What follows belongs to an exercise in optimizing a design on an open flow for small area; a production flow would make more cautious choices.
The RTL was checked by simulation tests, not by an equivalence proof against the original design.

== build 11 ==
Design rgb_to_ycrcb_converter, start of the top module:
module rgb_to_ycrcb_converter
#(
	parameter DATAIN_WIDTH 	= 32,
	parameter DATAOUT_WIDTH = 32
)
(
	input		clk		,
	input		rst		,
	input      	[DATAIN_WIDTH-1:0]	datain	,
	input             		datain_valid	,
	output	reg		datain_ready			,
	output      	[DATAOUT_WIDTH-1:0]	dataout			,
	output  reg           		dataout_valid ,
	input				dataout_ready
);
clock: 10.0 ns
lec_check: 0
cap_margin: 20
core_margin: 2
core_utilization: 40
slew_margin: 20
synth_hierarchical: 1
run.sh (not shown) runs the stock make flow with config.mk's settings and CLKGATE_MAP_FILE= SYNTH_SCRIPT=/design/flow/synth_recipe.tcl, a recipe that flattens the netlist after the stock synthesis.
Relative to build 11, the following input files were edited for build 44:
# build 11
export LEC_CHECK = 0
export CAP_MARGIN = 20
export CORE_MARGIN = 2
export CORE_UTILIZATION = 40
export SLEW_MARGIN = 20
export SYNTH_HIERARCHICAL = 1
create_clock -name core_clock -period 10.0 [get_ports {clk}]
# build 44
export LEC_CHECK = 0
export CAP_MARGIN = 20
export CORE_MARGIN = 2
export CORE_UTILIZATION = 65
export SLEW_MARGIN = 20
export SYNTH_HIERARCHICAL = 1
create_clock -name core_clock -period 10.0 [get_ports {clk}]
Findings:
Build 44 finished all stages; the layout is clean. Sort build 11 and build 44 by largest incremental delay on the critical path, descending, and build 44 comes first. Final period demand of the worst path: lower on build 11. Going from build 11 to build 44, via count of the first global-routing pass grows by 6.9%. Build 44 has ratio of final minimum period to clock period above what build 11 had. Summary — endpoint arrival time on the critical path, build 44 relative to build 11: lower, by 2.13 ns.
### build 44 -> build 80
# build 44
export LEC_CHECK = 0
export CAP_MARGIN = 20
export CORE_MARGIN = 2
export CORE_UTILIZATION = 65
export SLEW_MARGIN = 20
export SYNTH_HIERARCHICAL = 1
create_clock -name core_clock -period 10.0 [get_ports {clk}]
# build 80
export LEC_CHECK = 0
export CAP_MARGIN = 20
export CORE_MARGIN = 2
export CORE_UTILIZATION = 40
export SLEW_MARGIN = 20
export SYNTH_HIERARCHICAL = 1
create_clock -name core_clock -period 10.0 [get_ports {clk}]
==> flow/flow/run.sh (new file) <==
#!/bin/bash
set -euo pipefail
export BUFFER_PORTS_ARGS="-buffer_cell sky130_fd_sc_hd__buf_1"
bash standard.sh finish > standard_flow.log 2>&1
==> flow/standard.sh (new file) <==
#!/bin/bash
# synth_recipe.tcl (not shown) runs the flow's synth.tcl, then flattens the netlist and writes it again
# the make line also repeats each setting of config.mk as NAME=value (left out here)
make -C /OpenROAD-flow-scripts/flow DESIGN_CONFIG=/design/flow/config.mk WORK_HOME=/design/flow/orfs CLKGATE_MAP_FILE= SYNTH_SCRIPT=/design/flow/synth_recipe.tcl "${@:-finish}"
removed: flow/run.sh
## What came out
Sort build 44 and build 80 by die outline area desc -> top: build 80
Relative to build 44, design area has decreased by about 4.4% in build 80.
Delta (build 80 minus build 44): global-route usage shrank by 8.6 points; layout overhead on the synthesized area saw a decrease; worst hold slack went up 0.013 ns.

* * *

job 9865:
rgb_to_ycrcb_converter, a different RTL version from the one above (not shown whole).
Size: about 290 cells after synthesis, roughly 53 flip-flops, roughly 0.0041 sq mm of cells after synthesis.
clock: 10.0 ns
lec_check: 0
cap_margin: 20
core_margin: 2
core_utilization: 60
place_density: 0.75
slew_margin: 20
synth_hierarchical: 1
standard.sh (not shown) runs the stock make flow with config.mk's settings and CLKGATE_MAP_FILE= SYNTH_SCRIPT=/design/flow/synth_recipe.tcl, a recipe that flattens the netlist after the stock synthesis.
==> flow/flow/run.sh <==
#!/bin/bash
set -euo pipefail
export BUFFER_PORTS_ARGS="-buffer_cell sky130_fd_sc_hd__buf_1"
bash standard.sh finish > standard_flow.log 2>&1
Inputs modified between job 9865 and job 8183:
Settings: CTS_CLUSTER_DIAMETER newly set to 200; CORE_UTILIZATION changed from 60 to 40; CTS_CLUSTER_SIZE newly set to 60; PLACE_DENSITY removed (was 0.75).
Results
The global-route wire length before repair of job 8183 was inferior to that of job 9865.
Relative to job 9865, worst hold margin decreased by 0.0075 ns in job 8183.
Going from job 9865 to job 8183, number of non-filler instances in the completed layout grows by about 12%.
The inputs of job 8057 differ from those of job 8183 as listed below.
Settings: putting GPL_TIMING_DRIVEN at 0 where nothing was set; clearing CTS_CLUSTER_DIAMETER, which used to be 200; clearing CTS_CLUSTER_SIZE, which used to be 60.
==> flow/flow/run.sh <==
#!/bin/bash
set -euo pipefail
export BUFFER_PORTS_ARGS="-buffer_cell sky130_fd_sc_hd__buf_1"
export REMOVE_ABC_BUFFERS=1
bash standard.sh finish > standard_flow.log 2>&1
## What came out
Comparing job 8183 with job 8057, the design area came out essentially unchanged. Job 8057 — met1 usage in global routing 0.24 points lower, job 8183 as reference. Non-clock buffer instance count of the final layout (job 8057 vs. job 8183) decreases by a few percent. Between job 8183 and job 8057, the flow reports global-route wire length before repair decreasing by a few percent. Job 8057 -> job 8183: area enclosed by the die boundary delta 0, exact match. | worst setup slack | job 8057 vs job 8183 | worse |. Job 8057 -> job 8183: setup clock skew after layout flat.
Modified inputs, job 3458 compared to job 8057
Settings: removing GPL_TIMING_DRIVEN (formerly 0).
==> flow/flow/run.sh <==
#!/bin/bash
set -euo pipefail
export BUFFER_PORTS_ARGS="-buffer_cell sky130_fd_sc_hd__buf_1"
bash standard.sh finish > standard_flow.log 2>&1
--- outcome ---
- Summary of job 3458 over job 8057: register share of the cell area neither gained nor lost much; finished layout cell area neither gained nor lost much; core utilization neither gained nor lost much.

* * *

rgb_to_ycrcb_converter, a different RTL version from the one above (not shown whole).
Size: roughly 300 cells after synthesis, ~55 flip-flops, about 4200 um2 of cells after synthesis.
==> flow/config.mk <==
export PLATFORM = sky130hd
export DESIGN_NAME = rgb_to_ycrcb_converter
export DESIGN_NICKNAME = rgb_to_ycrcb_converter
export VERILOG_FILES = /design/flow/design.v
export SDC_FILE = /design/flow/constraint.sdc
export NUM_CORES = 4
export LEC_CHECK = 0
export CAP_MARGIN = 20
export CORE_MARGIN = 2
export CORE_UTILIZATION = 40
export SLEW_MARGIN = 20
export SYNTH_HIERARCHICAL = 1
==> flow/constraint.sdc <==
create_clock -name core_clock -period 10.0 [get_ports {clk}]
set_input_delay 2.0000 -clock core_clock [delete_from_list [all_inputs] [get_ports {clk}]]
set_output_delay 2.0000 -clock core_clock [all_outputs]
set_load 0.01 [all_outputs]
==> flow/flow/run.sh <==
#!/bin/bash
set -euo pipefail
export BUFFER_PORTS_ARGS="-buffer_cell sky130_fd_sc_hd__buf_1"
export REMOVE_ABC_BUFFERS=1
export CTS_ARGS="-sink_clustering_enable -repair_clock_nets -dont_use_dummy_load"
bash standard.sh finish > standard_flow.log 2>&1
The starting point ran to the end with no violations.
Then changed:
GPL_TIMING_DRIVEN = 0   (was unset)
The new run produced a clean layout.
Setup slack gains 0.018 ns.
Wire length rose slightly.
Global-route usage came out lower by 0.50 points.
Core utilization stays the same.
Design area stays the same.
Area after synthesis is unchanged.
Clock-buffer cell count is unchanged.
Critical path depth does not change.
Final cell count is unchanged.

* * *

Another version of the RTL of rgb_to_ycrcb_converter (not shown whole).
Size in the first run: about 55 flip-flops, ~70 I/O pins.
==> flow/config.mk <==
export PLATFORM = sky130hd
export DESIGN_NAME = rgb_to_ycrcb_converter
export DESIGN_NICKNAME = rgb_to_ycrcb_converter
export VERILOG_FILES = /design/flow/design.v
export SDC_FILE = /design/flow/constraint.sdc
export NUM_CORES = 4
export LEC_CHECK = 0
export CAP_MARGIN = 20
export CORE_MARGIN = 2
export CORE_UTILIZATION = 40
export GPL_TIMING_DRIVEN = 0
export SLEW_MARGIN = 20
export SYNTH_HIERARCHICAL = 1
==> flow/constraint.sdc <==
create_clock -name core_clock -period 10.0 [get_ports {clk}]
set_input_delay 2.0000 -clock core_clock [delete_from_list [all_inputs] [get_ports {clk}]]
set_output_delay 2.0000 -clock core_clock [all_outputs]
set_load 0.01 [all_outputs]
Scripts as last shown in full above: flow/flow/run.sh
Change:
--- a/flow/flow/run.sh
+++ b/flow/flow/run.sh
@@ -5 +5,3 @@
-export CTS_ARGS="-sink_clustering_enable -repair_clock_nets -dont_use_dummy_load"
+export SKIP_REPAIR_TIE_FANOUT=1
+export RECOVER_POWER=100
+export CTS_ARGS="-sink_clustering_enable -repair_clock_nets -dont_use_dummy_load -buf_list sky130_fd_sc_hd__clkbuf_16 -root_buf sky130_fd_sc_hd__clkbuf_16 -sink_clustering_size 60 -sink_clustering_max_diameter 500"
Outcome: The new run finished with timing, DRC and antenna clean. First-iteration DRC count falls by 6.5%. Global-route usage rises by 0.34 points. Routed wire length climbs by 3.6%.
Change:
==> flow/flow/run.sh (replaced) <==
#!/bin/bash
set -euo pipefail
export BUFFER_PORTS_ARGS="-buffer_cell sky130_fd_sc_hd__buf_1"
export REMOVE_ABC_BUFFERS=1
export CTS_ARGS="-sink_clustering_enable -repair_clock_nets -dont_use_dummy_load -sink_clustering_size 30 -sink_clustering_max_diameter 150"
bash standard.sh finish > standard_flow.log 2>&1
The changed run completed with no timing, DRC or antenna violations.
Setup slack is worse by 0.028 ns.
Flip-flop and latch count stays the same.
Wire length fell by 3.5%.
Final cell count increases by 1.5%.
Synthesized cell count stays the same.
Non-clock buffer count stays the same.
Core utilization shrinks by 0.13 points.
Hold slack barely changes.
Change:
==> flow/flow/run.sh (replaced) <==
#!/bin/bash
set -euo pipefail
export BUFFER_PORTS_ARGS="-buffer_cell sky130_fd_sc_hd__buf_1"
export REMOVE_ABC_BUFFERS=1
export SKIP_REPAIR_TIE_FANOUT=1
export RECOVER_POWER=100
export CTS_ARGS="-sink_clustering_enable -repair_clock_nets -dont_use_dummy_load"
bash standard.sh finish > standard_flow.log 2>&1
CORE_UTILIZATION = 65   (was 40)
After rerunning: Utilization increases by 27 points; hold slack is about the same; final area drops by 2.3%; wire length is lower by 4.0%; final cell count went down by 14%; setup slack gains 0.042 ns; die area went down by 37%; non-clock buffer count is unchanged.

## separate check: timing with driven ports
No port has a modelled driver above. Below, the same layouts with a new extraction and two added sets of constraints.
Step 1 sets driving cells, clkbuf_16 on the clock port and buf_2 on the other inputs (assumed; they add their load-dependent delay and slew).
Step 2 moves the port delays by t, midway between the first and last clock arrival at a register: inputs arrive t later, outputs are due t later. That takes back most of the time a late clock gives input paths.
Three values: ideal, step 1, step 2; two values: the first two.
run	t, ns	slack for setup (ns)	clock arrival spread, ns	slew at the worst register clock pin (ns)
build 11	0.330	0.248 / 0.248 / 0.248	0.006 / 0.006	0.09 / 0.09
build 44	0.322	0.193 / 0.165 / 0.287	0.015 / 0.015	0.10 / 0.10
build 80	0.331	0.279 / 0.279 / 0.279	0.011 / 0.012	0.09 / 0.09
job 9865	0.331	0.223 / 0.197 / 0.357	0.019 / 0.019	0.11 / 0.11
job 8183	0.330	0.210 / 0.184 / 0.364	0.008 / 0.008	0.10 / 0.10
job 8057	0.328	0.163 / 0.135 / 0.418	0.008 / 0.008	0.10 / 0.10
job 3458	0.330	0.210 / 0.184 / 0.364	0.008 / 0.008	0.10 / 0.10
the first run of note 3	0.330	0.545 / 0.516 / 0.845	0.011 / 0.011	0.09 / 0.09
the second run of note 3	0.325	0.563 / 0.533 / 0.858	0.020 / 0.020	0.09 / 0.09
the first run of note 4	0.324	0.573 / 0.547 / 0.871	0.006 / 0.006	0.09 / 0.09
the second run of note 4	0.317	0.601 / 0.567 / 0.884	0.008 / 0.008	0.07 / 0.07
the third run of note 4	0.324	0.573 / 0.547 / 0.871	0.006 / 0.006	0.09 / 0.09
the fourth run of note 4	0.320	0.615 / 0.588 / 0.908	0.020 / 0.020	0.10 / 0.10
After both steps every run listed still meets setup and hold.
